From an optimization exercise on the open Yosys and OpenROAD flow, aimed at small area, a short achievable clock period and few clock cycles; shortcuts taken in it are not production practice.
Where RTL was checked, it was by simulation tests only, not by an equivalence proof against the original.
Only the layout flow was run in run 2; the RTL was not checked for function there.
Power figures rest on the tool's default switching activity, not on a simulated workload.

===== flow/run.sh =====
#!/bin/bash
# synth_recipe.tcl (not shown) runs the flow's synth.tcl, then flattens the netlist and writes it again
# the make line also repeats each setting of config.mk as NAME=value (left out here)
make -C /OpenROAD-flow-scripts/flow DESIGN_CONFIG=/design/flow/config.mk WORK_HOME=/design/flow/orfs CLKGATE_MAP_FILE= SYNTH_SCRIPT=/design/flow/synth_recipe.tcl finish

===== flow/config.mk =====
export PLATFORM = sky130hd
export DESIGN_NAME = proc
export DESIGN_NICKNAME = proc
export VERILOG_FILES = /design/flow/design.v
export SDC_FILE = /design/flow/constraint.sdc
export NUM_CORES = 4
export LEC_CHECK = 0
export ABC_AREA = 1
export CAP_MARGIN = 20
export CORE_MARGIN = 2
export CORE_UTILIZATION = 60
export SETUP_SLACK_MARGIN = 3
export SLEW_MARGIN = 20

===== flow/constraint.sdc =====
create_clock -name core_clock -period 10.0 [get_ports {clk}]
set_input_delay 2.0000 -clock core_clock [delete_from_list [all_inputs] [get_ports {clk}]]
set_output_delay 2.0000 -clock core_clock [all_outputs]
set_load 0.01 [all_outputs]

===== flow/design.v =====
module cla16 (
  input  [15:0] a,
  input  [15:0] b,
  input         ci,
  output [15:0] s,
  output        co);
  wire [15:0] g0 = a & b;
  wire [15:0] p0 = a ^ b;
  wire [15:0] g1, p1, g2, p2, g3, p3, g4, p4;
  genvar i;
  generate for (i = 0; i < 16; i = i + 1) begin : pfx
    if (i % 2 == 1) begin : l1
      assign g1[i] = g0[i] | (p0[i] & g0[i - 1]);
      assign p1[i] = p0[i] & p0[i - 1];
    end else begin : l1n
      assign g1[i] = g0[i]; assign p1[i] = p0[i];
    end
    if (i % 4 >= 2) begin : l2
      assign g2[i] = g1[i] | (p1[i] & g1[(i / 4) * 4 + 1]);
      assign p2[i] = p1[i] & p1[(i / 4) * 4 + 1];
    end else begin : l2n
      assign g2[i] = g1[i]; assign p2[i] = p1[i];
    end
    if (i % 8 >= 4) begin : l3
      assign g3[i] = g2[i] | (p2[i] & g2[(i / 8) * 8 + 3]);
      assign p3[i] = p2[i] & p2[(i / 8) * 8 + 3];
    end else begin : l3n
      assign g3[i] = g2[i]; assign p3[i] = p2[i];
    end
    if (i >= 8) begin : l4
      assign g4[i] = g3[i] | (p3[i] & g3[7]);
      assign p4[i] = p3[i] & p3[7];
    end else begin : l4n
      assign g4[i] = g3[i]; assign p4[i] = p3[i];
    end
  end endgenerate
  wire [16:0] c = {g4 | (p4 & {16{ci}}), ci};
  assign s  = p0 ^ c[15:0];
  assign co = c[16];
endmodule
module proc (
  input         clk,
  input         rst,
  output [15:0] imem_addr,
  input  [15:0] imem_rdata,
  input         imem_ready,
  output [15:0] dmem_addr,
  output [15:0] dmem_wdata,
  output        dmem_rd,
  output        dmem_wr,
  input  [15:0] dmem_rdata,
  input         dmem_ready,
  output        halt);
  localparam [15:0] NOP = 16'h0800;
  reg [15:0] ir;
  reg [15:0] pc2;
  reg f_pcrel, f_rfmt, f_inv, f_jmp, f_br, f_ld, f_st;
  reg [15:0] r0, r1, r2, r3, r4, r5, r6, r7;
  wire [4:0] op = ir[15:11];
  wire [1:0] fn = ir[1:0];
  wire op_halt  = (op == 5'b00000);
  wire op_j     = (op == 5'b00100);
  wire op_jr    = (op == 5'b00101);
  wire op_jal   = (op == 5'b00110);
  wire op_jalr  = (op == 5'b00111);
  wire op_addi  = (op == 5'b01000);
  wire op_subi  = (op == 5'b01001);
  wire op_xori  = (op == 5'b01010);
  wire op_andni = (op == 5'b01011);
  wire op_br    = (op[4:2] == 3'b011);
  wire op_st    = (op == 5'b10000);
  wire op_ld    = (op == 5'b10001);
  wire op_slbi  = (op == 5'b10010);
  wire op_stu   = (op == 5'b10011);
  wire op_shi   = (op[4:2] == 3'b101);
  wire op_lbi   = (op == 5'b11000);
  wire op_btr   = (op == 5'b11001);
  wire op_shr   = (op == 5'b11010);
  wire op_ar    = (op == 5'b11011);
  wire op_set   = (op[4:2] == 3'b111);
  wire op_mem   = f_ld | f_st;
  wire rfmt     = f_rfmt;                          
  wire inv      = f_inv;                           
  wire imm8f    = op_jr | op_jalr | op_lbi;        
  wire zx5      = op_xori | op_andni;
  wire [15:0] imm = imm8f ? {{8{ir[7]}}, ir[7:0]}
                          : {{11{ir[4] & ~zx5}}, ir[4:0]};
  function [15:0] rsel;
    input [2:0] s;
    input [15:0] a0, a1, a2, a3, a4, a5, a6, a7;
    case (s)
      3'd0: rsel = a0; 3'd1: rsel = a1; 3'd2: rsel = a2; 3'd3: rsel = a3;
      3'd4: rsel = a4; 3'd5: rsel = a5; 3'd6: rsel = a6; default: rsel = a7;
    endcase
  endfunction
  reg  [15:0] rs, rt;
  wire [15:0] rfa = rsel(imem_rdata[10:8], r0, r1, r2, r3, r4, r5, r6, r7);
  wire [15:0] rfb = rsel(imem_rdata[7:5],  r0, r1, r2, r3, r4, r5, r6, r7);
  wire pcrel = f_pcrel;
  wire [15:0] boff = (op_j | op_jal) ? {{5{ir[10]}}, ir[10:0]} : {{8{ir[7]}}, ir[7:0]};
  wire [15:0] y = rfmt ? rt : pcrel ? boff : imm;
  wire [15:0] x = pcrel ? pc2 : rs ^ {16{inv}};
  wire [16:0] sum;
  cla16 add (.a(x), .b(y), .ci(inv), .s(sum[15:0]), .co(sum[16]));
  wire [3:0] cnt  = op_shr ? rt[3:0] : ir[3:0];
  wire [1:0] sk   = op_shr ? fn : op[1:0];         
  wire [3:0] lamt = sk[1] ? (4'd0 - cnt) : cnt;
  wire [31:0] dbl = {rs, rs} << lamt;
  wire [15:0] rot = dbl[31:16];
  wire [15:0] mask_l = 16'hffff << cnt;
  wire [15:0] mask_r = 16'hffff >> cnt;
  wire [15:0] smask = ~sk[0] ? 16'hffff : sk[1] ? mask_r : mask_l;
  wire [15:0] shres = rot & smask;
  wire [15:0] xr = rs ^ y;
  wire eq  = ~|xr;
  wire ovf = (rt[15] ^ rs[15]) & (sum[15] ^ rt[15]);
  wire ge  = ~(sum[15] ^ ovf);                     
  reg setbit;
  always @* begin
    case (op[1:0])
      2'b00: setbit = eq;
      2'b01: setbit = ge & ~eq;                    
      2'b10: setbit = ge;                          
      default: setbit = sum[16];                   
    endcase
  end
  wire [15:0] btr;
  genvar g;
  generate for (g = 0; g < 16; g = g + 1) begin : rev
    assign btr[g] = rs[15 - g];
  end endgenerate
  wire arith = op_addi | op_subi | (op_ar & ~fn[1]) | op_stu;
  wire lxor  = op_xori | (op_ar & fn == 2'b10);
  wire landn = op_andni | (op_ar & fn == 2'b11);
  wire shf   = op_shi | op_shr;
  wire link  = op_jal | op_jalr;
  wire [15:0] res =
      ({16{arith}}  & sum[15:0])
    | ({16{lxor}}   & xr)
    | ({16{landn}}  & (rs & ~y))
    | ({16{shf}}    & shres)
    | ({16{op_set}} & {15'b0, setbit})
    | ({16{op_btr}} & btr)
    | ({16{op_lbi}} & imm)
    | ({16{op_slbi}} & {rs[7:0], ir[7:0]})
    | ({16{link}}   & pc2)
    | ({16{op_ld}}  & dmem_rdata);
  wire misal = op_mem & sum[0];
  assign dmem_addr  = {sum[15:1], 1'b0};
  assign dmem_wdata = rt;
  assign dmem_rd    = f_ld & ~sum[0];
  assign dmem_wr    = f_st & ~sum[0];
  wire stop = op_halt | misal;
  wire hold = stop | ((dmem_rd | dmem_wr) & ~dmem_ready);
  assign halt = stop;
  wire wr = arith | lxor | landn | shf | op_set | op_btr | op_lbi | op_slbi | link | op_ld;
  wire [2:0] wsel = link ? 3'd7
                  : (op_lbi | op_slbi | op_stu) ? ir[10:8]
                  : (rfmt | op_btr) ? ir[4:2]
                  : ir[7:5];
  wire we = wr & ~hold;
  always @(posedge clk) begin
    if (we && wsel == 3'd0) r0 <= res;
    if (we && wsel == 3'd1) r1 <= res;
    if (we && wsel == 3'd2) r2 <= res;
    if (we && wsel == 3'd3) r3 <= res;
    if (we && wsel == 3'd4) r4 <= res;
    if (we && wsel == 3'd5) r5 <= res;
    if (we && wsel == 3'd6) r6 <= res;
    if (we && wsel == 3'd7) r7 <= res;
  end
  wire taken = f_br & (op[1] ? (rs[15] ^ op[0]) : ((rs == 16'b0) ^ op[0]));
  wire [15:0] nxt = (taken | f_jmp) ? sum[15:0] : pc2;
  assign imem_addr = {nxt[15:1], 1'b0};
  wire [15:0] fi = imem_ready ? imem_rdata : NOP;
  always @(posedge clk) begin
    if (!hold) begin
      rs <= (wr && wsel == imem_rdata[10:8]) ? res : rfa;
      rt <= (wr && wsel == imem_rdata[7:5])  ? res : rfb;
    end
  end
  wire [4:0] fo = fi[15:11];
  always @(posedge clk) begin
    if (rst) begin
      ir  <= NOP;
      pc2 <= 16'h0000;
      {f_pcrel, f_rfmt, f_inv, f_jmp, f_br, f_ld, f_st} <= 7'b0;
    end else if (!hold) begin
      ir  <= fi;
      pc2 <= imem_ready ? nxt + 16'd2 : nxt;
      f_pcrel <= (fo[4:2] == 3'b011) | (fo == 5'b00100) | (fo == 5'b00110);
      f_rfmt  <= (fo == 5'b11011) | (fo == 5'b11010) | (fo[4:2] == 3'b111);
      f_inv   <= (fo == 5'b01001) | (fo == 5'b11011 && fi[1:0] == 2'b01)
               | (fo == 5'b11101) | (fo == 5'b11110);
      f_jmp   <= (fo[4:2] == 3'b001);
      f_br    <= (fo[4:2] == 3'b011);
      f_ld    <= (fo == 5'b10001);
      f_st    <= (fo == 5'b10000) | (fo == 5'b10011);
    end
  end
endmodule

==> results of run 1 <==
==> final cells by class <==
type / instances / area [um2]
well taps: 280 / 350.3
clock buffers: 17 / 425.4
inverters: 260 / 982.2
fillers: 1849 / 7020
clock inverters: 15 / 191.4
flip-flops and latches: 199 / 5587
repair buffers: 100 / 960.9
multi-input cells: 1142 / 6306
==> cell usage after synthesis, types with 22 or more instances <==
master and n:
inv_2 23, o22ai_1 76, clkbuf_1 48, nand4_1 25, ha_1 37, a21oi_1 107
o211ai_1 28, o21ai_0 77, nor2_1 126, inv_1 234, buf_4 22, dfxtp_1 39
nand2_1 350, o221ai_1 42, nand3_1 77, edfxtp_1 160, o21ai_1 46
==> cell usage in the layout, fill, tap and decap left out, types with 10 or more instances in the layout <==
master | Yosys | final
edfxtp_1 | 160 | 160
a21oi_1 | 107 | 107
inv_2 | 23 | 24
nand2_1 | 350 | 350
a211oi_1 | 10 | 10
nor2_1 | 126 | 126
a22oi_1 | 12 | 12
o21ai_1 | 46 | 46
clkdlybuf4s50_1 | 0 | 84
xnor2_1 | 20 | 20
buf_4 | 22 | 16
xor2_1 | 12 | 12
o21ai_0 | 77 | 77
o22ai_1 | 76 | 76
o211ai_1 | 28 | 28
nand3_1 | 77 | 77
nand4_1 | 25 | 25
ha_1 | 37 | 37
inv_1 | 234 | 233
clkbuf_16 | 0 | 17
o221ai_1 | 42 | 42
dfxtp_1 | 39 | 38
==> metrics by stage <==
stage	util [%]	power, W	hold WS (ns)
6_report	67.83	0.002816	0.4817
5_1_grt	67.83	0.002935	0.5316
4_1_cts	67.81	0.002786	0.4792
3_5_place_dp	64.99	0.002070	0.4657
3_3_place_gp	64.98	0.002061	0.4567
2_1_floorplan	-	0.001735	0.4453
==> logic make-up (layout without fill, tap and decap cells) <==
group	count (synthesis)	in the layout
mux	2	2
flops	199	199
buf+inv	346	392
xor+xnor	33	33
fa+ha+maj	38	38
other cells	1	2
compound gates	447	447
simple gates	620	620
==> state kept, by name, summed over array words and instances (netlist names), 16 cells and up <==
| name | flops |
|---|---|
| r6 | 16 |
| ir | 16 |
| r5 | 16 |
| r0 | 16 |
| r7 | 16 |
| rt | 16 |
| r3 | 16 |
| pc2 | 16 |
| r4 | 16 |
| r2 | 16 |
| r1 | 16 |
| rs | 16 |
==> tightest hold or removal path, stage by stage, from the launching register on <==
cell and delay (ns):
dfxtp_1 0.32, nand2_1 0.06, a21oi_1 0.06
==> per-layer routing <==
| metal | track usage (%) | vias up | part of all wire (%) |
|---|---|---|---|
| met1 | 49.67 | 5890 | 37 |
| li1 | - | 5897 | - |
| met3 | 5.245 | 205 | 11 |
| met2 | 65.03 | 916 | 46 |
| met5 | 0 | - | 0 |
| met4 | 21.43 | 0 | 6.3 |
==> path summary, 6_finish.rpt <==
| path | from | to | slack [ns] | depth (start not counted) |
|---|---|---|---|---|
| setup reg to reg | ir[15]$_SDFFE_PP0N_ | rs[12]$_DFFE_PN_ | 5.34 | 15 |
| hold / removal | f_jmp$_SDFFE_PP0N_ | f_jmp$_SDFFE_PP0N_ | 0.48 | 2 |
| hold reg to reg | f_jmp$_SDFFE_PP0N_ | f_jmp$_SDFFE_PP0N_ | 0.48 | 2 |
| setup / recovery | f_rfmt$_SDFFE_PP0N_ | imem_addr[14] | 3.50 | 15 |
==> where the power goes <==
group / total, W / switching, W / leakage, nW / internal (W)
clock network: 0.000732 / 0.000369 / 0.301 / 0.000364
logic: 0.000992 / 0.000627 / 4.15 / 0.000365
registers: 0.00109 / 0.0000962 / 1.85 / 0.000995
==> results.txt, run 1 <==
Clock tree:
- The H-tree level count is 4.
- The clock reaches the later pin of the worst-skew pair after approximately 0.45 ns.
- The total of cells resized after clock tree synthesis is 0.
- Buffers inserted to repair hold after CTS numbered 0.
- The clock slew at the register clock pins of the worst setup and hold paths is 0.08 ns.
- TritonCTS built the clock tree.
- The clock buffer count from CTS is 17.
- CTS placed an instance of clkbuf_16 at the clock tree root.
- The number of buffers on the longest clock path is 2.
- Clock tree synthesis found a total of roughly 200 sinks.
- The number of setup buffers added after CTS is 0.

Global route:
- The leftover overflow at the end of global routing is 0.
- The overall fraction of global-route tracks in use is between 30% and 40%.
- The number of antenna violations at the first check in global routing is 0.
- The wire length of the first global-routing pass is 70.61 mm.
- The via count of the first global-routing pass was 12210.
- Entering global routing, the biggest net connects 37 pins.

Critical path:
- The endpoint class of the critical path is an output port.
- On the critical path the largest part of the delay comes from simple AND/OR/NAND/NOR gates.
- The data required time of the worst path is 8.00 ns.
- The classification of the worst setup path is flop to output port.
- The cell with the largest stage delay on the worst path is dfxtp_1.
- In this run the worst path has a maximum fanout of 18.
- STA classifies the critical path startpoint as a flop.
- The signal on the critical path passes through inv_1 -> or2_2 -> o21ai_0 -> inv_1 -> ha_1 -> nand2_1 -> nor2_1 -> and2_1 -> nand3_1 -> nand3_1 -> nand2_1 -> nand2_1 -> inv_1 -> o21ai_0 -> clkdlybuf4s50_1.
- The number of buffers and inverters on the critical path is 4.
- At the worst endpoint, the arrival time is 4.50 ns.
- The delay of the slowest cell on the worst path is 0.80 ns.

Route:
- The violation count after the first detailed-route iteration is 1809.
- The length of the first detailed-routing pass in iterations is 8.
- Wires add up to about 46 mm.
- In the final routed layout, each cell accounts on average for 22.92 um.
- The post-detailed-route via-to-cell ratio is 6.412.
- In the routed design, unresolved DRC markers number 0.
- The vias after detailed routing is around 13000.
- The number of nets with antenna violations after routing is 0.

Layout:
- The final design instance area without fill is ~0.015 mm2.
- Compared with the post-synthesis result, the final layout area differs by 11.03%.
- The share of post-route cells with drive strength above 1 is 6.751%.
- After the flow finishes, the layout carries non-filler instances totaling 2013.
- The diode insertion count for antenna repair is 0.
- The net count reported at finish is 1794.

Placement:
- The post-placement cell area is 0.01418 mm2.
- The global placement routability congestion is between 1 and 1.5.
- Detailed placement finished with a half-perimeter wire length of 33.82 mm.
- Once placement completed, the tool counted placed cells totaling about 2000.
- The total of buffers placed on input and output ports is 84.
- Before CTS, the worst setup slack after placement is 3.828 ns.

Timing:
- The share of the clock period used by the worst path is between 60 and 70%.
- The final count of negative-setup-slack endpoints is 0.
- The summed negative setup slack over all endpoints is 0 ns.
- The hold violation total from the final report came to 0.
- On the final layout, the worst clock skew is 0.02183 ns.
- Setup repair after global routing left no endpoint under its margin.
- The worst-case setup margin in the final layout is 3.504 ns.
- Timing would allow up to 153.9 MHz.
- The count of pins over their slew limit was 0.
- The worst max-slew margin expressed relative to the limit is 20.95%.
- The slew of the pin with the lowest slew margin is around 1.2 ns.
- The routed design could run at a clock period as short as roughly 6.5 ns.

Synthesis:
- The post-synth design cell area is around 0.013 mm2.
- The number of synthesized register bits is around 200.
- The fraction of the mapped netlist area in compound gates is between 20% and 30%.
- Averaged over all synthesized cells, the footprint is 7.908 um2.
- The cell accounting for the most synthesized area is edfxtp_1.
- The number of instances in the synthesized netlist is 1686.
- The fraction of registers with async set or reset after synthesis is 0%.
- The top cell type by area accounts for 36.04% of the synthesized area.
- The primary flip-flop cell chosen by synthesis mapping is edfxtp_1.
- Yosys mapped the design onto a little over 60 distinct sky130hd cell types.
- After Yosys synthesis, XOR and XNOR cells account for roughly 2.3% of the synthesized area.
- Sorting the synthesized cells by area gives the leading types as edfxtp_1 36%, nand2_1 9.9%, inv_1 6.6%.
- After synthesis, the largest family of logic cells by area is compound AO/OA/AOI/OAI gates.
- Of the total synthesized cell area, the portion taken by full adders, half adders and majority gates is 3.622%.
- The number of synthesized flops with an enable pin is 160.
- Of the total synthesized cell area, the portion taken by AND, OR, NAND and NOR gates is 19.94%.
- The count of synthesis-stage warnings from yosys is 1.
- The register area share after synthesis is 41.89%.
- The multiplexer share of the synthesized area is 0.1595%.

Die:
- After floorplanning, the core was sized to cover 0.02182 mm2.
- The die area is 0.02343 mm2.
- From left edge to right edge, the die measures 153.1 um.
- The initialized floorplan defines between 50 and 60 standard-cell rows.
- Once the floorplan was initialized, standard cells occupied 61.09% of the core.
- The die height is 153.1 um.
- 87 I/O pins were placed.

Run:
- The reported max-cap violation count is 0.

Power and ir drop:
- Summed over all cells, the static leakage comes to 6.301 nW.
- The largest voltage drop on the vdd net is 0.1704 mV.
- The total power divided by cell area is 190.2 mW/mm2.

Status:
- The flow ran to the end and the layout has no timing, DRC or antenna violations.

Hold path:
- The class of the worst hold path is flop to flop.
Testbench counts, summed over its fixed seeds: cycles 20,438.
==> run 2: changes to the inputs <==
--- a/flow/design.v
+++ b/flow/design.v
@@ -95,5 +95,4 @@
   endfunction
-  reg  [15:0] rs, rt;
-  wire [15:0] rfa = rsel(imem_rdata[10:8], r0, r1, r2, r3, r4, r5, r6, r7);
-  wire [15:0] rfb = rsel(imem_rdata[7:5],  r0, r1, r2, r3, r4, r5, r6, r7);
+  wire [15:0] rs = rsel(ir[10:8], r0, r1, r2, r3, r4, r5, r6, r7);
+  wire [15:0] rt = rsel(ir[7:5],  r0, r1, r2, r3, r4, r5, r6, r7);
   wire pcrel = f_pcrel;
@@ -175,8 +174,2 @@
   wire [15:0] fi = imem_ready ? imem_rdata : NOP;
-  always @(posedge clk) begin
-    if (!hold) begin
-      rs <= (wr && wsel == imem_rdata[10:8]) ? res : rfa;
-      rt <= (wr && wsel == imem_rdata[7:5])  ? res : rfb;
-    end
-  end
   wire [4:0] fo = fi[15:11];
==> run 2 against run 1 <==
Compared with the run above:
- core utilization rose by 4.0 points
- highest routed layer unchanged
- cell area is 2.4% lower
- first-iteration DRC count up 15%
- total power fell by 8.3%
- non-clock buffer count rose by 47
- hold slack better by 0.0012 ns
- clock-buffer cell count rose by 1
- setup slack worse by 0.40 ns
- die area shrank 8.3%
- critical path depth is 4 higher
- synthesized cell count shrank 1.7%
- largest cell class unchanged
- routed wire length rose by 2.8%
==> results.txt, run 2 <==
Timing:
- The highest attainable clock frequency was 144.9 MHz (was 153.9 MHz).
- The share of the clock period used by the worst path is 69.01% (was 64.96%).
- The worst-case setup margin in the final layout is 3.099 ns (was 3.504 ns).
- The worst max-slew margin expressed relative to the limit is 32.37% (was 20.95%).
- The count of pins over their slew limit was 0 (unchanged).
- The summed negative setup slack over all endpoints is 0 ns (unchanged).
- The slew of the pin with the lowest slew margin is 1.011 ns (was 1.182 ns).
- The final clock skew is 0.01744 ns (was 0.02183 ns).
- The hold violation total from the final report is 0 (unchanged).
- Unrepaired setup endpoints after global routing: true (was false).
- The final count of negative-setup-slack endpoints came to 0 (unchanged).
- The final critical-path required period came to 6.901 ns (was 6.496 ns).

Synthesis:
- The post-synth design cell area is 0.01220 mm2 (was 0.01333 mm2).
- Top cells by count, synth: 411 x nand2_1, 199 x inv_1, 135 x o21ai_0, 128 x edfxtp_1, 128 x nor2_1 (was 350 x nand2_1, 234 x inv_1, 160 x edfxtp_1, 126 x nor2_1, 107 x a21oi_1).
- The fraction of registers with async set or reset after synthesis is 0% (unchanged).
- The cell accounting for the most synthesized area is edfxtp_1 (unchanged).
- The number of synthesized register bits is 167 (was 199).
- The register area share after synthesis is 37.91% (was 41.89%).
- The primary flip-flop cell chosen by synthesis mapping is edfxtp_1 (unchanged).
- The unique cell type count in the Yosys netlist came to 63 (was 62).
- The most frequently used cell type in the post-synthesis netlist is nand2_1 (unchanged).
- The count of synthesis-stage warnings from yosys is 1 (unchanged).
- The share of Yosys cell area claimed by the top area cell type is 31.51% (was 36.04%).
- The mean area per synthesized cell is 7.357 um2 (was 7.908 um2).
- Cell types occupying the most area after synthesis: edfxtp_1 32%, nand2_1 13%, dfxtp_1 6.4% (was edfxtp_1 36%, nand2_1 9.9%, inv_1 6.6%).
- The number of instances in the synthesized netlist is 1658 (was 1686).
- The number of synthesized flops with an enable pin is 128 (was 160).

Placement:
- The total of buffers placed on input and output ports is 84 (unchanged).
- The post-placement setup slack was 2.844 ns (was 3.828 ns).
- The global placement routability congestion is 1.061 (was 1.034).
- The post-detailed-placement half-perimeter wirelength is 32.52 mm (was 33.82 mm).

Route:
- The DRC violations left is 0 (unchanged).
- The post-detailed-route via-to-cell ratio was 6.606 (was 6.412).
- The number of nets with antenna violations after routing is 0 (unchanged).
- The overall routed net length came to 47.45 mm (was 46.15 mm).
- The vias after detailed routing is 13370 (was 12910).
- The violation count after the first detailed-route iteration came to 2081 (was 1809).
- The post-detailed-route wirelength per cell was 23.45 um (was 22.92 um).
- The length of the first detailed-routing pass in iterations is 14 (was 8).

Layout:
- The diode insertion count for antenna repair is 0 (unchanged).
- The share of post-route cells with drive strength above 1 is 11.52% (was 6.751%).
- The commonest non-fill, non-tap cell in the layout was nand2_1 (unchanged).
- The net count reported at finish was 1815 (was 1794).
- The area growth from synthesis to layout is 18.44% (was 11.03%).
- Commonest cells after routing, fill and taps aside: 404 x nand2_1, 192 x inv_1, 128 x edfxtp_1, 127 x nor2_1, 127 x o21ai_0 (was 350 x nand2_1, 233 x inv_1, 160 x edfxtp_1, 126 x nor2_1, 107 x a21oi_1).

Critical path:
- The maximum net fanout on the critical path is 12 (was 18).
- The data required time of the worst path was 8.00 ns (about the same).
- The endpoint class of the critical path is an output port (unchanged).
- The kind of start point of the critical path is a flop (unchanged).
- The data arrival time at the worst-slack endpoint was 4.90 ns (was 4.50 ns).
- The classification of the worst setup path is flop to output port (unchanged).
- The origin of the worst setup path was ir[7]$_SDFFE_PP0N_ (was f_rfmt$_SDFFE_PP0N_).
- The source of the worst register-to-register timing path is ir[10]$_SDFFE_PP0N_ (was ir[15]$_SDFFE_PP0N_).

Die:
- The initial core utilization was 60.67% (was 61.09%).
- The die extent in x is 146.6 um (was 153.1 um).
- The number of core rows came to 52 (was 54).
- The die area is 0.02149 mm2 (was 0.02343 mm2).
- The core area is 0.02010 mm2 (was 0.02182 mm2).
- The die height was 146.6 um (was 153.1 um).
- The number of top-level pins is 87 (unchanged).

Global route:
- The leftover overflow at the end of global routing is 0 (unchanged).
- The pin count of the biggest net entering global routing is 47 (was 37).
- The met2 track demand over resource in global routing is 60.94% (was 65.03%).
- The wire length of the first global-routing pass was 68.49 mm (was 70.61 mm).
- The met1 demand-to-capacity share in global routing is 58.02% (was 49.67%).
- The overall fraction of global-route tracks in use was 41.96% (was 39.14%).
- The via count of the first global-routing pass came to 11880 (was 12210).
- The highest-utilization routing layer at the global route stage is met2 (unchanged).
- The global-route track usage on met3 came to 11.81% (was 5.245%).
- The number of antenna violations at the first check in global routing is 0 (unchanged).

Power and ir drop:
- The total chip power came to 0.002582 W (was 0.002816 W).
- The leakage component of the power is 6.077 nW (was 6.301 nW).
- The total power divided by cell area is 178.7 mW/mm2 (was 190.2 mW/mm2).
- The largest voltage drop on the vdd net is 0.1173 mV (was 0.1704 mV).

Clock tree:
- The clock buffer count from CTS is 17 (unchanged).
- The latest clock arrival within the worst-skew pair is 0.44 ns (was 0.45 ns).
- The clock sink count came to 167 (was 199).
- The H-tree level count is 4 (unchanged).
- The clock root buffer master is clkbuf_16 (unchanged).
- The number of buffers on the longest clock path is 2 (unchanged).
- The clock slew at the register clock pins of the worst setup and hold paths is 0.08 ns (about the same).
- The clock tree from TritonCTS is done (unchanged).

Status:
- Run status: timing/DRC/antenna clean (unchanged).

Hold path:
- The beginning of the worst hold path is f_jmp$_SDFFE_PP0N_ (unchanged).
- The class of the worst hold path is flop to flop (unchanged).

Run:
- The reported max-cap violation count is 0 (unchanged).
[run 2: cell types whose count changed in the layout (fill, tap and decap cells not counted), moves of 32 or more]
cell / delta
buf_4: +35
edfxtp_1: -32
inv_1: -41
nand2_1: +54
nand4_1: +34
o21ai_0: +50
o221ai_1: -39
o22ai_1: -62
[run 2: cells by family (layout without fill, tap and decap cells)]
group,after synthesis,in the layout,synth area share (%)
AND/OR/NAND/NOR,767,768,27.79
flip-flops,167,167,37.91
multiplexers,2,2,0.1641
XOR/XNOR,22,22,1.641
other,1,2,0.03074
adder cells (fa/ha/maj),38,38,3.959
buffers and inverters,298,392,10.25
AO/OA/AOI/OAI,363,363,18.26
[run 2: final timing paths]
check             slack (ns)                 end  depth (start not counted)
setup / recovery        3.10       imem_addr[15]                         19
hold / removal          0.48  f_jmp$_SDFFE_PP0N_                          2
setup reg to reg        4.74     r7[1]$_DFFE_PP_                         17
hold reg to reg         0.48  f_jmp$_SDFFE_PP0N_                          2
[run 2: report_power, final]
group / internal, W / leakage, nW / switching (W)
sequential: 0.000810 / 1.50 / 0.0000393
combinational: 0.000376 / 4.29 / 0.000690
clock: 0.000356 / 0.288 / 0.000310
[run 2: what timing repair did]
item,in CTS,in global routing
setup buffers,20,19
pin swaps,3,9
gates cloned,3,3
hold buffers,0,0
endpoints found under the setup margin,25,21
gates resized for setup,41,46
[run 2: worst max-delay path: stages (launching register included)]
cell and delay, ns:
dfxtp_2 0.39, inv_2 0.23, nor3_2 0.07, buf_4 0.21
clkinvlp_4 0.29, o21ai_0 0.18, a221oi_1 0.26, a21oi_1 0.19
or2_2 0.31, nand2_1 0.14, inv_1 0.08, ha_1 0.34
nand2_1 0.11, nor4_2 0.20, nand3_1 0.13, o2111ai_2 0.13
a21o_1 0.20, xor2_2 0.23, o21a_1 0.20, clkdlybuf4s50_1 0.55
[run 2: through the flow]
| stage | area (um2) | cells | hold WS [ns] | util [%] |
|---|---|---|---|---|
| global placement | 13080 | 1947 | 0.4555 | 65.07 |
| CTS | 14050 | 2002 | 0.4754 | 69.88 |
| floorplan | 12200 | 1659 | 0.4453 | - |
| detailed placement | 13080 | 1947 | 0.4638 | 65.08 |
| global route | 14450 | 2024 | 0.4995 | 71.86 |
| finish | 14450 | 2024 | 0.4829 | 71.86 |
[run 2: area by class of cell]
class                           count  area (um2)
Timing Repair Buffer              147        1484
Clock inverter                     14       158.9
Inverter                          211       837.1
Tap cell                          270       337.8
Sequential cell                   167        4644
Fill cell                        1573        5657
Multi-Input combinational cell   1195        6541
Timing Repair inverter              2       15.01
Clock buffer                       18       429.2
[run 2: layer usage]
| metal | routed length, um | up-vias |
|---|---|---|
| li1 | - | 5847 |
| met1 | 17420 | 6054 |
| met2 | 19880 | 1202 |
| met3 | 7315 | 268 |
| met4 | 2839 | 0 |
| met5 | 0 | - |
==> run 3: changes to the inputs <==
--- a/flow/design.v
+++ b/flow/design.v
@@ -95,4 +95,5 @@
   endfunction
-  wire [15:0] rs = rsel(ir[10:8], r0, r1, r2, r3, r4, r5, r6, r7);
-  wire [15:0] rt = rsel(ir[7:5],  r0, r1, r2, r3, r4, r5, r6, r7);
+  reg  [15:0] rs, rt;
+  wire [15:0] rfa = rsel(imem_rdata[10:8], r0, r1, r2, r3, r4, r5, r6, r7);
+  wire [15:0] rfb = rsel(imem_rdata[7:5],  r0, r1, r2, r3, r4, r5, r6, r7);
   wire pcrel = f_pcrel;
@@ -174,2 +175,8 @@
   wire [15:0] fi = imem_ready ? imem_rdata : NOP;
+  always @(posedge clk) begin
+    if (!hold) begin
+      rs <= (wr && wsel == imem_rdata[10:8]) ? res : rfa;
+      rt <= (wr && wsel == imem_rdata[7:5])  ? res : rfb;
+    end
+  end
   wire [4:0] fo = fi[15:11];
==> flow/flow/run.sh (new file) <==
#!/bin/bash
# The standard layout, with two changes: ports are buffered with buf_1 cells
# (instead of the clkdlybuf4s50_1 that buffer_ports picks by default), and
# the resizer may change a cell's footprint when it sizes cells up or down.
set -euo pipefail
bash standard.sh MATCH_CELL_FOOTPRINT=0 "BUFFER_PORTS_ARGS=-buffer_cell sky130_fd_sc_hd__buf_1" finish > flow_make.log 2>&1
==> flow/standard.sh (new file) <==
#!/bin/bash
# synth_recipe.tcl (not shown) runs the flow's synth.tcl, then flattens the netlist and writes it again
# the make line also repeats each setting of config.mk as NAME=value (left out here)
make -C /OpenROAD-flow-scripts/flow DESIGN_CONFIG=/design/flow/config.mk WORK_HOME=/design/flow/orfs CLKGATE_MAP_FILE= SYNTH_SCRIPT=/design/flow/synth_recipe.tcl "${@:-finish}"
removed: flow/run.sh
==> run 3 against run 2 <==
Compared with the run above:
- still clean on timing, DRC and antenna
- critical path depth fell by 1
- clock skew up 0.0034 ns
- first-iteration DRC count down 22%
- largest power group is now sequential cells
- routed wire length decreased by 2.7%
- largest cell class unchanged
- cell area shrank 0.82%
- setup slack improved by 0.44 ns
- highest routed layer unchanged
==> results.txt, run 3 <==
Route:
- The violation count after the first detailed-route iteration is 1614 (was 2081).
- The post-detailed-route via-to-cell ratio is 6.332 (was 6.606).
- The number of nets with antenna violations after routing is 0 (unchanged).
- The overall routed net length was 46.15 mm (was 47.45 mm).
- The vias after detailed routing is 12750 (was 13370).
- The length of the first detailed-routing pass in iterations is 7 (was 14).
- The post-detailed-route wirelength per cell came to 22.92 um (was 23.45 um).
- The DRC violations left is 0 (unchanged).

Synthesis:
- The register area share after synthesis came to 41.89% (was 37.91%).
- The unique cell type count in the Yosys netlist is 62 (was 63).
- The fraction of registers with async set or reset after synthesis came to 0% (unchanged).
- The primary flip-flop cell chosen by synthesis mapping is edfxtp_1 (unchanged).
- The share of Yosys cell area claimed by the top area cell type was 36.04% (was 31.51%).
- The cell accounting for the most synthesized area is edfxtp_1 (unchanged).
- The mean area per synthesized cell is 7.908 um2 (was 7.357 um2).
- The number of synthesized register bits is 199 (was 167).
- The post-synth design cell area is 0.01333 mm2 (was 0.01220 mm2).
- The count of synthesis-stage warnings from yosys is 1 (unchanged).
- Top cells by count, synth: 350 x nand2_1, 234 x inv_1, 160 x edfxtp_1, 126 x nor2_1, 107 x a21oi_1 (was 411 x nand2_1, 199 x inv_1, 135 x o21ai_0, 128 x edfxtp_1, 128 x nor2_1).
- The number of synthesized flops with an enable pin was 160 (was 128).
- Cell types occupying the most area after synthesis: edfxtp_1 36%, nand2_1 9.9%, inv_1 6.6% (was edfxtp_1 32%, nand2_1 13%, dfxtp_1 6.4%).
- The most frequently used cell type in the post-synthesis netlist was nand2_1 (unchanged).
- The number of instances in the synthesized netlist came to 1686 (was 1658).

Die:
- The die height was 153.1 um (was 146.6 um).
- The initial core utilization was 61.09% (was 60.67%).
- The die area is 0.02343 mm2 (was 0.02149 mm2).
- The die extent in x is 153.1 um (was 146.6 um).
- The number of core rows is 54 (was 52).
- The number of top-level pins is 87 (unchanged).
- The core area is 0.02182 mm2 (was 0.02010 mm2).

Power and ir drop:
- The total power divided by cell area was 193.4 mW/mm2 (was 178.7 mW/mm2).
- The switching power of the nets is 0.001143 W (was 0.001039 W).
- The portion of total power attributed to combinational logic was 32.7% (was 41.3%).
- The fraction of power consumed by sequential logic is 39.2% (was 32.9%).
- The share of power burned in the clock network is 28.1% (was 25.8%).
- The internal power is 0.001627 W (was 0.001543 W).
- The switching fraction of total power is 41.27% (was 40.25%).
- The leakage component of the power came to 6.105 nW (was 6.077 nW).
- The largest voltage drop on the vdd net is 0.1097 mV (was 0.1173 mV).

Global route:
- The leftover overflow at the end of global routing is 0 (unchanged).
- The pin count of the biggest net entering global routing came to 61 (was 47).
- The wire length of the first global-routing pass came to 70.06 mm (was 68.49 mm).
- The overall fraction of global-route tracks in use is 39.16% (was 41.96%).
- The number of antenna violations at the first check in global routing is 0 (unchanged).
- The via count of the first global-routing pass is 12150 (was 11880).

Clock tree:
- The number of setup buffers added after CTS is 0 (was 20).
- The clock slew at the register clock pins of the worst setup and hold paths is 0.09 ns (was 0.08 ns).
- The clock sink count is 199 (was 167).
- The number of buffers inserted by hold repair at cts is 0 (unchanged).
- The clock root buffer master is clkbuf_16 (unchanged).
- The clock buffer count from CTS came to 17 (unchanged).
- The latest clock arrival within the worst-skew pair is 0.46 ns (was 0.44 ns).
- The number of buffers on the longest clock path came to 2 (unchanged).
- The H-tree level count came to 4 (unchanged).
- The total of cells resized after clock tree synthesis was 0 (was 41).
- The clock tree from TritonCTS is done (unchanged).

Critical path:
- The data required time of the worst path is 8.00 ns (about the same).
- The data arrival time at the worst-slack endpoint was 4.46 ns (was 4.90 ns).
- The endpoint class of the critical path is an output port (unchanged).
- The maximum net fanout on the critical path came to 35 (was 12).
- The classification of the worst setup path is flop to output port (unchanged).
- The kind of start point of the critical path was a flop (unchanged).

Layout:
- The net count reported at finish is 1795 (was 1815).
- The diode insertion count for antenna repair was 0 (unchanged).
- Commonest cells after routing, fill and taps aside: 350 x nand2_1, 233 x inv_1, 160 x edfxtp_1, 126 x nor2_1, 107 x a21oi_1 (was 404 x nand2_1, 192 x inv_1, 128 x edfxtp_1, 127 x nor2_1, 127 x o21ai_0).
- The commonest non-fill, non-tap cell in the layout is nand2_1 (unchanged).
- The share of post-route cells with drive strength above 1 is 6.863% (was 11.52%).
- The area growth from synthesis to layout is 7.470% (was 18.44%).

Placement:
- The post-detailed-placement half-perimeter wirelength is 33.56 mm (was 32.52 mm).
- The total of buffers placed on input and output ports is 84 (unchanged).
- The global placement routability congestion was 1.012 (was 1.061).

Timing:
- The final critical-path required period is 6.465 ns (was 6.901 ns).
- The final clock skew is 0.02087 ns (was 0.01744 ns).
- The share of the clock period used by the worst path is 64.65% (was 69.01%).
- The count of pins over their slew limit is 0 (unchanged).
- The hold slack was 0.4835 ns (was 0.4829 ns).
- The hold violation total from the final report is 0 (unchanged).
- Unrepaired setup endpoints after global routing: false (was true).
- The slew of the pin with the lowest slew margin is 1.125 ns (was 1.011 ns).
- The final count of negative-setup-slack endpoints is 0 (unchanged).
- The highest attainable clock frequency came to 154.7 MHz (was 144.9 MHz).
- The worst max-slew margin expressed relative to the limit is 24.76% (was 32.37%).
- The summed negative setup slack over all endpoints is 0 ns (unchanged).

Status:
- Run status: timing/DRC/antenna clean (unchanged).

Hold path:
- The class of the worst hold path is flop to flop (unchanged).

Run:
- The reported max-cap violation count was 0 (unchanged).
[run 3: changes by cell type after synthesis, sizes merged, moves of 19 or more]
cell,previous run,this run
a221oi,28,9
edfxtp,128,160
o22ai,14,76
inv,206,258
o211ai,6,29
nand2,430,360
o221ai,3,42
o21ai,154,134
a21oi,85,107
nand4,59,25
[run 3: critical path, stage by stage (launching register included)]
cell and delay, ns:
dfxtp_1 0.40, clkinv_1 0.74, o211ai_1 0.59, nand2_1 0.10, nand2_1 0.19, o21ai_0 0.16
inv_1 0.09, ha_1 0.27, a21oi_1 0.15, o21ai_0 0.17, inv_1 0.16, nor2_1 0.06
a211oi_1 0.25, o21ai_0 0.17, nand2_1 0.09, nand2_1 0.10, nand2_1 0.08, nand2_1 0.09
buf_1 0.14
[run 3: kinds of logic (layout without fill, tap and decap cells)]
logic type	Yosys count	in the layout	share of synthesized area, %
and+or+nand+nor	620	620	19.94
AOI/OAI and AO/OA	447	447	21.21
buffers and inverters	346	393	10.84
DFF	199	199	41.89
adders and majority gates	38	38	3.622
xor gates and xnor gates	33	33	2.309
muxes	2	2	0.1595
other	1	2	0.02813
[run 3: cell type report]
type / instances / area (um2)
inverters: 260 / 978.4
flip-flops and latches: 199 / 5585
well taps: 280 / 350.3
repair buffers: 101 / 442.9
multi-input cells: 1142 / 6316
clock inverters: 15 / 230.2
clock buffers: 17 / 425.4
fillers: 1906 / 7495
[run 3: worst paths after layout]
path / from / to / slack [ns] / depth (start not counted)
worst max-delay path: f_pcrel$_SDFFE_PP0N_ / imem_addr[15] / 3.54 / 18
worst min-delay path: f_jmp$_SDFFE_PP0N_ / f_jmp$_SDFFE_PP0N_ / 0.48 / 2
worst max register to register: f_pcrel$_SDFFE_PP0N_ / rs[0]$_DFFE_PN_ / 4.98 / 21
worst min register to register: f_jmp$_SDFFE_PP0N_ / f_jmp$_SDFFE_PP0N_ / 0.48 / 2
[run 3: per-stage QoR]
| step | std cells | power [W] | instance area, um2 | util (%) | setup slack, ns |
|---|---|---|---|---|---|
| after detailed placement | 1982 | 0.001981 | 13660 | 62.61 | 4.143 |
| after global placement | 1982 | 0.001975 | 13660 | 62.61 | 4.278 |
| final | 2014 | 0.002771 | 14330 | 65.66 | 3.535 |
| after CTS | 2014 | 0.002743 | 14320 | 65.61 | 3.660 |
| after floorplan | 1687 | 0.001735 | 13340 | - | 5.044 |
| after global routing | 2014 | 0.002882 | 14330 | 65.66 | 3.007 |
[run 3: power by group through the flow]
stage / Clock, W / Combinational [W] / Sequential, W
CTS: 0.000774 / 0.000889 / 0.00108
detailed placement: 0 / 0.000882 / 0.00110
global placement: 0 / 0.000876 / 0.00110
global route: 0.000800 / 0.000993 / 0.00109
finish: 0.000778 / 0.000907 / 0.00109
floorplan: 0 / 0.000674 / 0.00106
[run 3: metal layers]
metal  vias up  wire length [um]  part of all wire [%]  GRT usage, %
met5         -                 0                     0             0
met1      5816             16780                    36         48.80
li1       5910                 -                     -             -
met2       844             21490                    47         63.63
met3       182              4745                    10         6.323
met4         0              3136                   6.8         24.96
Testbench counts of run 3, summed over its fixed seeds: cycles 20,438.
==> run 4: changes to the inputs <==
--- a/flow/config.mk
+++ b/flow/config.mk
@@ -11,3 +11,3 @@
 export CORE_UTILIZATION = 60
-export SETUP_SLACK_MARGIN = 3
+export SETUP_SLACK_MARGIN = 5
 export SLEW_MARGIN = 20
==> run 4 against run 3 <==
Compared with the run above:
- still clean
- global-route usage increased by 1.6 points
- clock-buffer cell count stayed put
- sequential cell count unchanged
- combinational power grew 51%
- register-to-register slack worse by 0.25 ns
- core utilization increased by 10 points
- clock skew down 0.0017 ns
- final cell count grew 6.6%
- non-clock buffer count is 129 higher
- via count increased by 10%
- sequential share of layout area is 5.2 points lower
- setup slack gained 0.90 ns
- critical path type unchanged
==> results.txt, run 4 <==
Route:
- The DRC violations left is 0 (unchanged).
- The number of nets with antenna violations after routing was 0 (unchanged).
- The overall routed net length is 52.31 mm (was 46.15 mm).
- The post-detailed-route via-to-cell ratio is 6.543 (was 6.332).
- The vias after detailed routing is 14050 (was 12750).
- The violation count after the first detailed-route iteration is 1996 (was 1614).
- The length of the first detailed-routing pass in iterations is 9 (was 7).
- The post-detailed-route wirelength per cell came to 24.36 um (was 22.92 um).

Global route:
- The overall fraction of global-route tracks in use is 40.74% (was 39.16%).
- The via count of the first global-routing pass was 12800 (was 12150).
- The wire length of the first global-routing pass is 73.20 mm (was 70.06 mm).
- The pin count of the biggest net entering global routing is 61 (unchanged).
- The leftover overflow at the end of global routing is 0 (unchanged).
- The number of antenna violations at the first check in global routing is 0 (unchanged).

Layout:
- The post-route core utilization is 76.01% (was 65.66%).
- The share of post-route cells with drive strength above 1 was 23.14% (was 6.863%).
- The commonest non-fill, non-tap cell in the layout is nand2_1 (unchanged).
- Commonest cells after routing, fill and taps aside: 301 x nand2_1, 215 x inv_1, 160 x edfxtp_1, 108 x nor2_1, 103 x buf_4 (was 350 x nand2_1, 233 x inv_1, 160 x edfxtp_1, 126 x nor2_1, 107 x a21oi_1).
- The area growth from synthesis to layout is 24.42% (was 7.470%).
- The net count reported at finish came to 1928 (was 1795).
- The number of fill cells in the layout was 1591 (was 1906).
- The register area came to 0.005607 mm2 (was 0.005585 mm2).
- The area taken by multi-input logic gates is 0.007238 mm2 (was 0.006316 mm2).
- The final design instance area without fill is 0.01659 mm2 (was 0.01433 mm2).
- The diode insertion count for antenna repair came to 0 (unchanged).

Timing:
- The summed negative setup slack over all endpoints is 0 ns (unchanged).
- The share of the clock period used by the worst path is 55.64% (was 64.65%).
- The hold violation total from the final report is 0 (unchanged).
- The final clock skew is 0.01918 ns (was 0.02087 ns).
- The final critical-path required period is 5.564 ns (was 6.465 ns).
- Unrepaired setup endpoints after global routing: true (was false).
- The final count of negative-setup-slack endpoints is 0 (unchanged).
- The slew of the pin with the lowest slew margin is 1.175 ns (was 1.125 ns).
- The worst max-slew margin expressed relative to the limit is 21.43% (was 24.76%).
- The highest attainable clock frequency is 179.7 MHz (was 154.7 MHz).
- The count of pins over their slew limit was 0 (unchanged).

Synthesis:
- The primary flip-flop cell chosen by synthesis mapping is edfxtp_1 (unchanged).
- The unique cell type count in the Yosys netlist is 62 (unchanged).
- The register area share after synthesis is 41.89% (unchanged).
- The number of instances in the synthesized netlist is 1686 (unchanged).
- The cell accounting for the most synthesized area is edfxtp_1 (unchanged).
- The fraction of registers with async set or reset after synthesis is 0% (unchanged).
- Top cells by count, synth: 350 x nand2_1, 234 x inv_1, 160 x edfxtp_1, 126 x nor2_1, 107 x a21oi_1 (unchanged).
- The number of synthesized flops with an enable pin is 160 (unchanged).
- The most frequently used cell type in the post-synthesis netlist is nand2_1 (unchanged).
- The number of synthesized register bits is 199 (unchanged).
- The post-synth design cell area came to 0.01333 mm2 (unchanged).
- The count of synthesis-stage warnings from yosys is 1 (unchanged).
- Cell types occupying the most area after synthesis: edfxtp_1 36%, nand2_1 9.9%, inv_1 6.6% (unchanged).
- The share of Yosys cell area claimed by the top area cell type came to 36.04% (unchanged).
- The mean area per synthesized cell was 7.908 um2 (unchanged).

Die:
- The die extent in x is 153.1 um (unchanged).
- The initial core utilization is 61.09% (unchanged).
- The die height is 153.1 um (unchanged).
- The number of core rows is 54 (unchanged).
- The die area is 0.02343 mm2 (unchanged).
- The number of top-level pins is 87 (unchanged).
- The core area was 0.02182 mm2 (unchanged).

Critical path:
- The classification of the worst setup path is flop to output port (unchanged).
- The kind of start point of the critical path is a flop (unchanged).
- The maximum net fanout on the critical path is 6 (was 35).
- The endpoint class of the critical path is an output port (unchanged).
- The data arrival time at the worst-slack endpoint is 3.56 ns (was 4.46 ns).
- The data required time of the worst path is 8.00 ns (about the same).

Power and ir drop:
- The switching fraction of total power came to 41.51% (was 41.27%).
- The fraction of power consumed by sequential logic is 33.6% (was 39.2%).
- The internal power is 0.001896 W (was 0.001627 W).
- The largest voltage drop on the vdd net is 0.1113 mV (was 0.1097 mV).
- The share of power burned in the clock network is 24.1% (was 28.1%).
- The portion of total power attributed to combinational logic is 42.3% (was 32.7%).
- The switching power of the nets was 0.001345 W (was 0.001143 W).
- The total chip power is 0.003241 W (was 0.002771 W).
- The total power divided by cell area is 195.4 mW/mm2 (was 193.4 mW/mm2).
- The leakage component of the power was 7.063 nW (was 6.105 nW).

Status:
- Run status: timing/DRC/antenna clean (unchanged).

Clock tree:
- The clock sink count is 199 (unchanged).
- The number of buffers inserted by hold repair at cts was 0 (unchanged).
- The number of buffers on the longest clock path is 2 (unchanged).
- The latest clock arrival within the worst-skew pair is 0.46 ns (about the same).
- The clock tree from TritonCTS was done (unchanged).
- The clock slew at the register clock pins of the worst setup and hold paths is 0.09 ns (about the same).
- The clock buffer count from CTS is 17 (unchanged).
- The H-tree level count is 4 (unchanged).
- The clock root buffer master is clkbuf_16 (unchanged).

Placement:
- The total of buffers placed on input and output ports was 84 (unchanged).
- The post-detailed-placement half-perimeter wirelength is 33.56 mm (unchanged).
- The post-placement cell area is 0.01366 mm2 (unchanged).
- The global placement routability congestion was 1.012 (unchanged).

Run:
- The reported max-cap violation count is 0 (unchanged).

Hold path:
- The class of the worst hold path is flop to flop (unchanged).
==> run 4: per-layer routing <==
| layer | vias up | GRT usage [%] | share of wire (%) | wire, um |
|---|---|---|---|---|
| met5 | - | 0 | 0 | 0 |
| li1 | 6181 | - | - | - |
| met2 | 1120 | 67.11 | 46 | 23980 |
| met1 | 6434 | 50.00 | 34 | 17590 |
| met4 | 0 | 25.62 | 8.8 | 4580 |
| met3 | 312 | 6.720 | 12 | 6162 |
==> run 4: area by class of cell <==
class / count / area share [%]
clock buffers: 17 / 2.564
clock inverters: 15 / 1.388
inverters: 260 / 6.042
multi-input cells: 1145 / 43.63
flip-flops and latches: 199 / 33.80
well taps: 280 / 2.112
repair buffers: 230 / 10.42
repair inverters: 1 / 0.04526
==> run 4: worst max-delay path, stage by stage (launching register included) <==
cell      delay [ns]
dfxtp_2         0.36
inv_4           0.05
nor2_4          0.14
nand2_4         0.08
nor2_4          0.10
a21oi_4         0.05
o211ai_1        0.41
nand2_1         0.17
nand2_4         0.16
o21ai_4         0.08
inv_2           0.07
ha_4            0.21
a21oi_2         0.17
o21ai_2         0.10
inv_2           0.07
nor2_2          0.04
a211oi_2        0.25
o21ai_2         0.10
nand2_1         0.11
nand2_2         0.10
nand2_2         0.08
nand2_2         0.06
buf_6           0.12
==> run 4: path summary, 6_finish.rpt <==
path	start	to	slack (ns)	cells after the start
hold reg to reg	f_jmp$_SDFFE_PP0N_	f_jmp$_SDFFE_PP0N_	0.48	2
setup reg to reg	ir[13]$_SDFFE_PP0N_	rs[0]$_DFFE_PN_	4.73	38
setup / recovery	ir[13]$_SDFFE_PP0N_	imem_addr[15]	4.44	22
hold / removal	f_jmp$_SDFFE_PP0N_	f_jmp$_SDFFE_PP0N_	0.48	2
==> run 4: logic make-up (layout without fill, tap and decap cells) <==
kind of cell / after synthesis / in the layout / share of synthesized area, %
AO/OA/AOI/OAI: 447 / 447 / 21.21
XOR/XNOR: 33 / 33 / 2.309
adder cells (fa/ha/maj): 38 / 38 / 3.622
buffers and inverters: 346 / 523 / 10.84
flip-flops: 199 / 199 / 41.89
multiplexers: 2 / 2 / 0.1595
other: 1 / 2 / 0.02813
AND/OR/NAND/NOR: 620 / 623 / 19.94
==> run 4: power by group through the flow <==
stage               registers [W]  clock network [W]  logic, W
floorplan                 0.00106                  0  0.000674
global placement          0.00110                  0  0.000876
detailed placement        0.00110                  0  0.000882
CTS                       0.00108           0.000774   0.00112
global route              0.00109           0.000801   0.00145
finish                    0.00109           0.000782   0.00137
==> run 4: metrics by stage <==
| step | hold WS, ns | instances | worst slack (ns) |
|---|---|---|---|
| 6_report | 0.4834 | 2147 | 4.436 |
| 5_1_grt | 0.5256 | 2147 | 4.299 |
| 4_1_cts | 0.4818 | 2084 | 4.609 |
| 3_5_place_dp | 0.4687 | 1982 | 4.143 |
| 3_3_place_gp | 0.4560 | 1982 | 4.278 |
| 2_1_floorplan | 0.4453 | 1687 | 5.044 |
==> run 4: what timing repair did <==
| item | CTS | global route |
|---|---|---|
| gates cloned | 1 | 8 |
| setup buffers | 69 | 55 |
| endpoints found under the setup margin | 30 | 192 |
| hold endpoints to repair | 0 | 0 |
| gates resized for setup | 169 | 174 |
| pin swaps | 35 | 54 |
==> run 5: changes to the inputs <==
--- a/flow/config.mk
+++ b/flow/config.mk
@@ -13 +13,2 @@
 export SLEW_MARGIN = 20
+export TNS_END_PERCENT = 0
==> run 5 against run 4 <==
Compared with the run above:
- die area unchanged
- clock power about the same
- synthesized area unchanged
- highest routed layer unchanged
- cell area down 8.5%
==> results.txt, run 5 <==
Route:
- The overall routed net length is 47.86 mm (was 52.31 mm).
- The number of nets with antenna violations after routing is 0 (unchanged).
- The violation count after the first detailed-route iteration is 1529 (was 1996).
- The length of the first detailed-routing pass in iterations is 9 (unchanged).
- The post-detailed-route via-to-cell ratio is 6.391 (was 6.543).
- The vias after detailed routing came to 13240 (was 14050).
- The post-detailed-route wirelength per cell is 23.10 um (was 24.36 um).
- The DRC violations left is 0 (unchanged).

Critical path:
- The kind of start point of the critical path is a flop (unchanged).
- The data required time of the worst path was 8.00 ns (about the same).
- The worst reg-to-reg setup slack was 4.45 ns (was 4.73 ns).
- The worst flop-to-flop path endpoint was r3[4]$_DFFE_PP_ (was rs[0]$_DFFE_PN_).
- The source of the worst register-to-register timing path is ir[13]$_SDFFE_PP0N_ (unchanged).
- The origin of the worst setup path was ir[13]$_SDFFE_PP0N_ (unchanged).
- The cell with the most instances on the worst path is nand2_2 (unchanged).
- Cells traversed along the worst timing path: inv_4 -> nor2_4 -> nand2_2 -> nor2_4 -> a21oi_4 -> o211ai_1 -> nand2_1 -> nand2_4 -> o21ai_4 -> inv_2 -> ha_4 -> a21oi_2 -> o21ai_2 -> inv_2 -> nor2_1 -> a211oi_2 -> o21ai_2 -> nand2_1 -> nand2_2 -> nand2_2 -> nand2_2 -> buf_6 (was inv_4 -> nor2_4 -> nand2_4 -> nor2_4 -> a21oi_4 -> o211ai_1 -> nand2_1 -> nand2_4 -> o21ai_4 -> inv_2 -> ha_4 -> a21oi_2 -> o21ai_2 -> inv_2 -> nor2_2 -> a211oi_2 -> o21ai_2 -> nand2_1 -> nand2_2 -> nand2_2 -> nand2_2 -> buf_6).
- The number of buffers and inverters on the critical path came to 4 (unchanged).
- The cell with the largest stage delay on the worst path was o211ai_1 (unchanged).
- The capturing instance or port of the critical path is imem_addr[15] (unchanged).
- The category of cells accounting for the largest share of critical-path delay is compound AO/OA/AOI/OAI gates (unchanged).
- The delay of the slowest cell on the worst path is 0.45 ns (was 0.41 ns).
- The maximum net fanout on the critical path is 6 (unchanged).
- The endpoint class of the critical path is an output port (unchanged).
- The classification of the worst setup path is flop to output port (unchanged).
- The length in cells of the worst reg-to-reg path is 33 (was 38).
- The data arrival time at the worst-slack endpoint is 3.56 ns (about the same).
- The number of gates on the worst path with buffers counted was 22 (unchanged).

Hold path:
- The class of the worst hold path is flop to flop (unchanged).

Synthesis:
- The share of Yosys cell area claimed by the top area cell type is 36.04% (unchanged).
- Top cells by count, synth: 350 x nand2_1, 234 x inv_1, 160 x edfxtp_1, 126 x nor2_1, 107 x a21oi_1 (unchanged).
- The number of instances in the synthesized netlist is 1686 (unchanged).
- The mean area per synthesized cell is 7.908 um2 (unchanged).
- The primary flip-flop cell chosen by synthesis mapping was edfxtp_1 (unchanged).
- Cell types occupying the most area after synthesis: edfxtp_1 36%, nand2_1 9.9%, inv_1 6.6% (unchanged).
- The number of synthesized register bits came to 199 (unchanged).
- The unique cell type count in the Yosys netlist came to 62 (unchanged).
- The cell accounting for the most synthesized area is edfxtp_1 (unchanged).
- The register area share after synthesis is 41.89% (unchanged).
- The post-synth design cell area came to 0.01333 mm2 (unchanged).
- The most frequently used cell type in the post-synthesis netlist is nand2_1 (unchanged).
- The fraction of registers with async set or reset after synthesis is 0% (unchanged).
- The number of synthesized flops with an enable pin is 160 (unchanged).
- The count of synthesis-stage warnings from yosys is 1 (unchanged).

Global route:
- The pin count of the biggest net entering global routing came to 61 (unchanged).
- The number of antenna violations at the first check in global routing came to 0 (unchanged).
- The wire length of the first global-routing pass is 72.38 mm (was 73.20 mm).
- The leftover overflow at the end of global routing is 0 (unchanged).
- The via count of the first global-routing pass came to 12590 (was 12800).
- The overall fraction of global-route tracks in use is 40.37% (was 40.74%).

Layout:
- The area growth from synthesis to layout is 13.87% (was 24.42%).
- The share of post-route cells with drive strength above 1 was 14.12% (was 23.14%).
- The net count reported at finish is 1853 (was 1928).
- The area taken by multi-input logic gates is 0.006674 mm2 (was 0.007238 mm2).
- Commonest cells after routing, fill and taps aside: 333 x nand2_1, 225 x inv_1, 160 x edfxtp_1, 117 x nor2_1, 103 x a21oi_1 (was 301 x nand2_1, 215 x inv_1, 160 x edfxtp_1, 108 x nor2_1, 103 x buf_4).
- The commonest non-fill, non-tap cell in the layout is nand2_1 (unchanged).
- The diode insertion count for antenna repair was 0 (unchanged).
- The register area was 0.005597 mm2 (was 0.005607 mm2).
- The number of fill cells in the layout came to 1798 (was 1591).

Die:
- The die height is 153.1 um (unchanged).
- The die area came to 0.02343 mm2 (unchanged).
- The number of top-level pins was 87 (unchanged).
- The initial core utilization is 61.09% (unchanged).
- The die extent in x is 153.1 um (unchanged).
- The number of core rows was 54 (unchanged).
- The core area is 0.02182 mm2 (unchanged).

Timing:
- The final clock skew came to 0.02067 ns (was 0.01918 ns).
- The summed negative setup slack over all endpoints came to 0 ns (unchanged).
- Unrepaired setup endpoints after global routing: true (unchanged).
- The worst max-slew margin expressed relative to the limit was 20.84% (was 21.43%).
- The final critical-path required period is 5.562 ns (was 5.564 ns).
- The highest attainable clock frequency is 179.8 MHz (was 179.7 MHz).
- The worst-case setup margin in the final layout is 4.438 ns (was 4.436 ns).
- The count of pins over their slew limit is 0 (unchanged).
- The share of the clock period used by the worst path is 55.62% (was 55.64%).
- The slew of the pin with the lowest slew margin is 1.184 ns (was 1.175 ns).
- The hold slack is 0.4817 ns (was 0.4834 ns).
- The hold violation total from the final report is 0 (unchanged).
- The final count of negative-setup-slack endpoints was 0 (unchanged).

Clock tree:
- The clock buffer count from CTS is 17 (unchanged).
- The clock slew at the register clock pins of the worst setup and hold paths is 0.09 ns (about the same).
- The clock tree from TritonCTS is done (unchanged).
- The clock sink count is 199 (unchanged).
- The latest clock arrival within the worst-skew pair was 0.46 ns (about the same).
- The number of buffers on the longest clock path is 2 (unchanged).
- The clock root buffer master was clkbuf_16 (unchanged).
- The H-tree level count is 4 (unchanged).

Status:
- Run status: timing/DRC/antenna clean (unchanged).

Power and ir drop:
- The largest voltage drop on the vdd net is 0.1104 mV (was 0.1113 mV).
- The total power divided by cell area is 194.5 mW/mm2 (was 195.4 mW/mm2).
- The leakage component of the power came to 6.478 nW (was 7.063 nW).

Run:
- The reported max-cap violation count is 0 (unchanged).

Placement:
- The total of buffers placed on input and output ports came to 84 (unchanged).
- The global placement routability congestion is 1.012 (unchanged).
- The post-detailed-placement half-perimeter wirelength came to 33.56 mm (unchanged).
- The post-placement setup slack came to 4.143 ns (unchanged).
-- run 5: routing by layer --
metal / vias up / global-route usage [%] / wire length, um
met5: - / 0 / 0
met4: 0 / 26.15 / 3508
met3: 216 / 7.003 / 4885
met2: 891 / 65.97 / 22300
met1: 6093 / 49.48 / 17170
li1: 6042 / - / -
-- run 5: power by group --
| group | internal [W] | leakage (nW) | switching [W] |
|---|---|---|---|
| registers | 0.000995 | 1.85 | 0.0000935 |
| clock network | 0.000360 | 0.317 | 0.000421 |
| logic | 0.000378 | 4.31 | 0.000705 |
-- run 5: through the flow --
step           power (W)  utilization (%)  instance area (um2)  cells
2_1_floorplan   0.001735                -                13340   1687
3_3_place_gp    0.001975            62.61                13660   1982
3_5_place_dp    0.001981            62.61                13660   1982
4_1_cts         0.002868            68.91                15040   2067
5_1_grt         0.003060            69.57                15180   2072
6_report        0.002953            69.57                15180   2072
-- run 5: area by class of cell --
| class | count | area share (%) |
|---|---|---|
| clock buffers | 17 | 2.802 |
| well taps | 280 | 2.308 |
| inverters | 260 | 6.511 |
| repair buffers | 158 | 5.991 |
| flip-flops and latches | 199 | 36.86 |
| repair inverters | 1 | 0.04945 |
| clock inverters | 15 | 1.516 |
| multi-input cells | 1142 | 43.96 |
-- run 5: cell families after synthesis --
family          count (synthesis)  share of synthesized area [%]
fa+ha+maj                      38                          3.622
flops                         199                          41.89
compound gates                447                          21.21
simple gates                  620                          19.94
buf+inv                       346                          10.84
xor+xnor                       33                          2.309
other cells                     1                        0.02813
mux                             2                         0.1595
-- run 5: how the worst min path moves through the flow --
stage | start | endpoint | slack [ns] | cells after the start
3_5_place_dp | f_jmp$_SDFFE_PP0N_ | f_jmp$_SDFFE_PP0N_ | 0.47 | 2
3_3_place_gp | f_jmp$_SDFFE_PP0N_ | f_jmp$_SDFFE_PP0N_ | 0.46 | 2
4_1_cts | f_jmp$_SDFFE_PP0N_ | f_jmp$_SDFFE_PP0N_ | 0.48 | 2
2_1_floorplan | f_jmp$_SDFFE_PP0N_ | f_jmp$_SDFFE_PP0N_ | 0.45 | 2
5_1_grt | f_jmp$_SDFFE_PP0N_ | f_jmp$_SDFFE_PP0N_ | 0.53 | 2
6_report | f_jmp$_SDFFE_PP0N_ | f_jmp$_SDFFE_PP0N_ | 0.48 | 2
-- run 5: timing repair --
action / CTS / global route
endpoints found under the setup margin: 30 / 196
setup buffers: 52 / 5
gates resized for setup: 96 / 19
hold buffers: 0 / 0
cloned: 1 / 0
pin swaps: 26 / 15
-- run 5: worst reg2reg max path, delay by kind of cell (launching register included) --
kind                   cells  cell delay [ns]
buffers and inverters     25             3.38
AND/OR/NAND/NOR            7             1.23
AO/OA/AOI/OAI              1             0.23
flip-flops                 1             0.36
==> run 6: changes to the inputs <==
--- a/flow/config.mk
+++ b/flow/config.mk
@@ -11,3 +11,3 @@
 export CORE_UTILIZATION = 60
-export SETUP_SLACK_MARGIN = 5
+export SETUP_SLACK_MARGIN = 4
 export SLEW_MARGIN = 20
==> run 6 against run 5 <==
Compared with the run above:
- highest routed layer unchanged
- still clean
- clock skew rose by 0.0039 ns
- die area unchanged
- combinational power down 14%
- synthesized area unchanged
- clock-buffer cell count did not move
- hold slack improved by 0.0017 ns
==> results.txt, run 6 <==
Timing:
- The slew of the pin with the lowest slew margin was 1.152 ns (was 1.184 ns).
- The count of pins over their slew limit is 0 (unchanged).
- The final critical-path required period was 5.792 ns (was 5.562 ns).
- The hold violation total from the final report is 0 (unchanged).
- The final clock skew is 0.02460 ns (was 0.02067 ns).
- The hold slack came to 0.4834 ns (was 0.4817 ns).
- The highest attainable clock frequency is 172.7 MHz (was 179.8 MHz).
- The summed negative setup slack over all endpoints is 0 ns (unchanged).

Layout:
- The commonest non-fill, non-tap cell in the layout is nand2_1 (unchanged).
- The net count reported at finish is 1799 (was 1853).
- The number of fill cells in the layout is 1898 (was 1798).
- The register area is 0.005589 mm2 (was 0.005597 mm2).

Die:
- The core area is 0.02182 mm2 (unchanged).
- The number of top-level pins is 87 (unchanged).
- The die height is 153.1 um (unchanged).
- The initial core utilization is 61.09% (unchanged).

Global route:
- The pin count of the biggest net entering global routing is 61 (unchanged).
- The overall fraction of global-route tracks in use is 39.29% (was 40.37%).
- The leftover overflow at the end of global routing is 0 (unchanged).

Route:
- The vias after detailed routing is 12900 (was 13240).
- The length of the first detailed-routing pass in iterations is 6 (was 9).
- The overall routed net length is 46.39 mm (was 47.86 mm).
- The violation count after the first detailed-route iteration is 1844 (was 1529).
- The number of nets with antenna violations after routing is 0 (unchanged).

Synthesis:
- The fraction of registers with async set or reset after synthesis is 0% (unchanged).
- The number of synthesized flops with an enable pin came to 160 (unchanged).
- The number of instances in the synthesized netlist is 1686 (unchanged).
- The count of synthesis-stage warnings from yosys came to 1 (unchanged).
- The unique cell type count in the Yosys netlist is 62 (unchanged).
- The register area share after synthesis is 41.89% (unchanged).
- The share of Yosys cell area claimed by the top area cell type was 36.04% (unchanged).

Power and ir drop:
- The total power divided by cell area is 193.6 mW/mm2 (was 194.5 mW/mm2).
- The leakage component of the power was 6.145 nW (was 6.478 nW).

Critical path:
- The cell with the most instances on the worst path is nand2_1 (was nand2_2).
- The data arrival time at the worst-slack endpoint is 3.79 ns (was 3.56 ns).
- The delay of the slowest cell on the worst path is 0.53 ns (was 0.45 ns).
- The endpoint class of the critical path is an output port (unchanged).
- The data required time of the worst path is 8.00 ns (about the same).
- The kind of start point of the critical path was a flop (unchanged).
- The cell with the largest stage delay on the worst path is dfxtp_1 (was o211ai_1).
- The classification of the worst setup path is flop to output port (unchanged).

Clock tree:
- The clock sink count is 199 (unchanged).
- The clock buffer count from CTS is 17 (unchanged).
- The clock tree from TritonCTS is done (unchanged).
- The clock root buffer master is clkbuf_16 (unchanged).
- The number of buffers on the longest clock path was 2 (unchanged).

Status:
- Run status: timing/DRC/antenna clean (unchanged).

Placement:
- The placed instance count is 1982 (unchanged).

Hold path:
- The class of the worst hold path is flop to flop (unchanged).
-- run 6: cell types whose count changed in the layout (fill, tap and decap cells not counted), sizes merged --
cell / delta
clkinvlp: -1
clkbuf: -3
inv: +1
buf: -51
-- run 6: worst paths after layout --
kind                                      startpoint                 end  slack [ns]  cells after the start
worst min-delay path              f_jmp$_SDFFE_PP0N_  f_jmp$_SDFFE_PP0N_        0.48                      2
worst max register to register   ir[13]$_SDFFE_PP0N_     rs[3]$_DFFE_PN_        5.38                     17
worst max-delay path            f_pcrel$_SDFFE_PP0N_       imem_addr[15]        4.21                     17
worst min register to register    f_jmp$_SDFFE_PP0N_  f_jmp$_SDFFE_PP0N_        0.48                      2
-- run 6: worst max-delay path, delay by kind of cell (launching register included) --
family | cells | cell delay [ns]
compound gates | 4 | 0.89
fa+ha+maj | 1 | 0.32
buf+inv | 4 | 0.74
simple gates | 8 | 0.86
flops | 1 | 0.53
-- run 6: cells by family after synthesis --
group	Yosys count	share of synthesized area, %
and+or+nand+nor	620	19.94
DFF	199	41.89
buffers and inverters	346	10.84
xor gates and xnor gates	33	2.309
other	1	0.02813
AOI/OAI and AO/OA	447	21.21
muxes	2	0.1595
adders and majority gates	38	3.622
-- run 6: stage by stage --
stage / power (W) / util, % / setup slack, ns
floorplan: 0.001735 / - / 5.044
global placement: 0.001975 / 62.61 / 4.278
detailed placement: 0.001981 / 62.61 / 4.143
CTS: 0.002744 / 65.71 / 4.001
global route: 0.002908 / 66.25 / 3.943
finish: 0.002799 / 66.25 / 4.208
-- run 6: cell type report --
cell class	instances	share of cell area (%)
Tap cell	280	2.423
Clock inverter	15	1.592
Clock buffer	17	2.942
Multi-Input combinational cell	1142	44.33
Timing Repair inverter	1	0.03461
Sequential cell	199	38.66
Timing Repair Buffer	104	3.228
Inverter	260	6.793
-- run 6: what timing repair did --
item	4_1_cts	5_1_grt
gates cloned	1	0
endpoints found under the setup margin	9	12
setup buffers	1	2
hold buffers	0	0
gates resized for setup	5	33
pin swaps	2	5
-- run 6: layer usage --
metal | GRT usage, % | wire (um)
met5 | 0 | 0
met2 | 64.03 | 21560
met3 | 6.379 | 4782
met1 | 48.95 | 16810
met4 | 24.56 | 3245
-- run 6: power by group --
group / internal (W) / switching (W) / leakage, nW / total, W
Sequential: 0.000995 / 0.0000925 / 1.85 / 0.00109
Clock: 0.000360 / 0.000419 / 0.317 / 0.000779
Combinational: 0.000283 / 0.000649 / 3.98 / 0.000931
Total: 0.00164 / 0.00116 / 6.15 / 0.00280

Check on run 6: ideal ports give 4.208 ns setup slack; a clkbuf_16 on the clock port and buf_2 on the inputs give 4.161 ns; moving port delays by the midpoint clock arrival (0.500 ns) as well gives 4.661 ns.
